From an optimization exercise on the open Yosys and OpenROAD flow, aimed at small area, a short achievable clock period and few clock cycles; shortcuts taken in it are not production practice. Where RTL was checked, it was by simulation tests only, not by an equivalence proof against the original.

==> exp/willow: inputs <==
// SP_wocg
module SP_wocg(
	clk,
	rst_n,
	in_valid,
	in_data,
	in_mode,
	out_valid,
	out_data
);
==> flow/config.mk <==
export PLATFORM = sky130hd
export DESIGN_NAME = SP_wocg
export DESIGN_NICKNAME = SP_wocg
export VERILOG_FILES = /design/flow/design.v
export SDC_FILE = /design/flow/constraint.sdc
export NUM_CORES = 4
export LEC_CHECK = 0
export ABC_AREA = 1
export ABC_CLOCK_PERIOD_IN_PS = 3500
export CAP_MARGIN = 20
export CORE_MARGIN = 2
export CORE_UTILIZATION = 40
export SETUP_SLACK_MARGIN = 4.5
export SLEW_MARGIN = 20
export SYNTH_MEMORY_MAX_BITS = 16384
export TNS_END_PERCENT = 5
==> flow/constraint.sdc <==
create_clock -name core_clock -period 8.0 [get_ports {clk}]
set_input_delay 1.6000 -clock core_clock [delete_from_list [all_inputs] [get_ports {clk}]]
set_output_delay 1.6000 -clock core_clock [all_outputs]
set_load 0.01 [all_outputs]
run.sh (not shown) runs the stock make flow with config.mk's settings and CLKGATE_MAP_FILE= SYNTH_SCRIPT=/design/flow/synth_recipe.tcl, a recipe that flattens the netlist after the stock synthesis.
==> inputs of exp/garnet, as changes to exp/willow <==
--- a/flow/design.v
+++ b/flow/design.v
@@ -34,26 +34,23 @@
 	end
 endfunction
 function [8:0] maddq;    
 	input [8:0] x, y;
 	input       n;
 	reg [9:0] s, s1;
 	begin
-		s  = {1'b0, x} + {1'b0, y ^ {9{n}}} + {9'd0, n};    
-		s1 = s + (n ? 10'd509 : 10'd3);                     
-		maddq = (n ? ~s[9] : s1[9]) ? s1[8:0] : s[8:0];
-	end
-endfunction
-function [8:0] madd;     
-	input [8:0] x, y;
-	reg [9:0] s, s1;
-	begin
-		s  = {1'b0, x} + {1'b0, y};
-		s1 = {1'b0, x} + {1'b0, y} + 10'd3;      
-		madd = s1[9] ? s1[8:0] : s[8:0];
+		if (n) begin
+			s  = {1'b0, x} - {1'b0, y};
+			s1 = {1'b0, x} - {1'b0, y} + 10'd509;
+			maddq = s[9] ? s1[8:0] : s[8:0];
+		end else begin
+			s  = {1'b0, x} + {1'b0, y};
+			s1 = {1'b0, x} + {1'b0, y} + 10'd3;      
+			maddq = (s1[9] | s[9]) ? s1[8:0] : s[8:0];
+		end
 	end
 endfunction
 function [2:0] pop6;
 	input [5:0] v;
 	begin
 		case (v)
 			6'd0: pop6 = 3'd0;
@@ -769,15 +766,15 @@
 		default: begin o_s = rs[3]; o_c = rc[3]; end
 	endcase
 	o_d = 9'd0;
 	for (k = 0; k < 6; k = k + 1)
 		o_d = o_d | ((rk[k] == oc) ? rc[k] : 9'd0);
 	if (!mode[2]) o_d = o_c;
 end
-wire [8:0] e_val = madd(o_s, o_d);
+wire [8:0] e_val = maddq(o_s, o_d, 1'b0);
 always @(posedge clk or negedge rst_n) begin
 	if (!rst_n) begin
 		out_valid <= 1'b0;
 		out_data  <= 9'd0;
 	end else begin
 		out_valid <= ph_o;
 		out_data  <= ph_o ? e_val : 9'd0;
Settings changed: SETUP_SLACK_MARGIN 4.5 to not set, TNS_END_PERCENT 5 to not set.
==> inputs of exp/xenon, as changes to exp/willow <==
--- a/flow/design.v
+++ b/flow/design.v
@@ -34,26 +34,23 @@
 	end
 endfunction
 function [8:0] maddq;    
 	input [8:0] x, y;
 	input       n;
 	reg [9:0] s, s1;
 	begin
-		s  = {1'b0, x} + {1'b0, y ^ {9{n}}} + {9'd0, n};    
-		s1 = s + (n ? 10'd509 : 10'd3);                     
-		maddq = (n ? ~s[9] : s1[9]) ? s1[8:0] : s[8:0];
-	end
-endfunction
-function [8:0] madd;     
-	input [8:0] x, y;
-	reg [9:0] s, s1;
-	begin
-		s  = {1'b0, x} + {1'b0, y};
-		s1 = {1'b0, x} + {1'b0, y} + 10'd3;      
-		madd = s1[9] ? s1[8:0] : s[8:0];
+		if (n) begin
+			s  = {1'b0, x} - {1'b0, y};
+			s1 = {1'b0, x} - {1'b0, y} + 10'd509;
+			maddq = s[9] ? s1[8:0] : s[8:0];
+		end else begin
+			s  = {1'b0, x} + {1'b0, y};
+			s1 = {1'b0, x} + {1'b0, y} + 10'd3;      
+			maddq = (s1[9] | s[9]) ? s1[8:0] : s[8:0];
+		end
 	end
 endfunction
 function [2:0] pop6;
 	input [5:0] v;
 	begin
 		case (v)
 			6'd0: pop6 = 3'd0;
@@ -769,15 +766,15 @@
 		default: begin o_s = rs[3]; o_c = rc[3]; end
 	endcase
 	o_d = 9'd0;
 	for (k = 0; k < 6; k = k + 1)
 		o_d = o_d | ((rk[k] == oc) ? rc[k] : 9'd0);
 	if (!mode[2]) o_d = o_c;
 end
-wire [8:0] e_val = madd(o_s, o_d);
+wire [8:0] e_val = maddq(o_s, o_d, 1'b0);
 always @(posedge clk or negedge rst_n) begin
 	if (!rst_n) begin
 		out_valid <= 1'b0;
 		out_data  <= 9'd0;
 	end else begin
 		out_valid <= ph_o;
 		out_data  <= ph_o ? e_val : 9'd0;
==> run summary <==
metric	exp/garnet	exp/willow	exp/xenon
Bufs and invs on worst path	2	5	5
Cell with the largest stage delay on the worst path	sky130_fd_sc_hd__clkdlybuf4s50_1	sky130_fd_sc_hd__clkdlybuf4s50_1	sky130_fd_sc_hd__dfxtp_4
Detailed placer's ending HPWL	60.33 mm	56.39 mm	60.82 mm
Total area of multi-input combinational cells	13880 µm²	14070 µm²	14940 µm²
Multi-input gate share of total cell area	62.97%	62.19%	62.05%
Clock slew at the register clock pins of the worst setup and hold paths	70 ps	60 ps	60 ps
Maximum net fanout on the critical path	18	8	20
First-pass GRT wire length	123.2 mm	121.5 mm	130.8 mm
Area Growth Syn to Fin	7.294%	14.59%	17.14%
Instance count after placement with tap cells included	3844	3661	3841
FF/Latch Area	4627 µm²	4642 µm²	4639 µm²
Fraction of synthesized cell area taken by the top area cell type	17.63%	18.36%	17.63%
# Post-CTS Setup Buffers	0	28	44
Startpoint of the worst register-to-register path	mode[1]	mode[0]	mode[1]
Status	no timing/DRC/antenna violations	no timing/DRC/antenna violations	no timing/DRC/antenna violations
Testbench counts of exp/willow, summed over its fixed seeds: cycles 6,903.
The RTL of exp/garnet and exp/xenon was laid out without a check of its function.

[afterwards: timing with drivers on the ports]
The flow's constraints put no driver on any port. The routed layouts listed below were extracted and timed again, unchanged, in two steps.
Step 1 (the two cells are an assumption about what drives the block):
set clk [get_ports {clk}]
set_driving_cell -lib_cell sky130_fd_sc_hd__clkbuf_16 $clk
set_driving_cell -lib_cell sky130_fd_sc_hd__buf_2 [delete_from_list [all_inputs] $clk]
Step 2 also shifts input and output timing later by t, the mid clock arrival at the registers, as if the neighbouring blocks saw the same clock.
a / b / c = ideal ports / drivers / drivers and shift; a / b = the first two.
run | t (ns) | setup WS [ns] | worst setup path after step 2 | worst register clock-pin slew, ns
exp/willow | 0.601 | 4.211 / 4.238 / 3.637 | input to register | 0.08 / 0.08
exp/garnet | 0.603 | 2.432 / 2.461 / 1.858 | input to register | 0.07 / 0.07
exp/xenon | 0.601 | 4.437 / 4.437 / 3.874 | input to register | 0.07 / 0.07
After both steps every run listed still meets setup and hold.
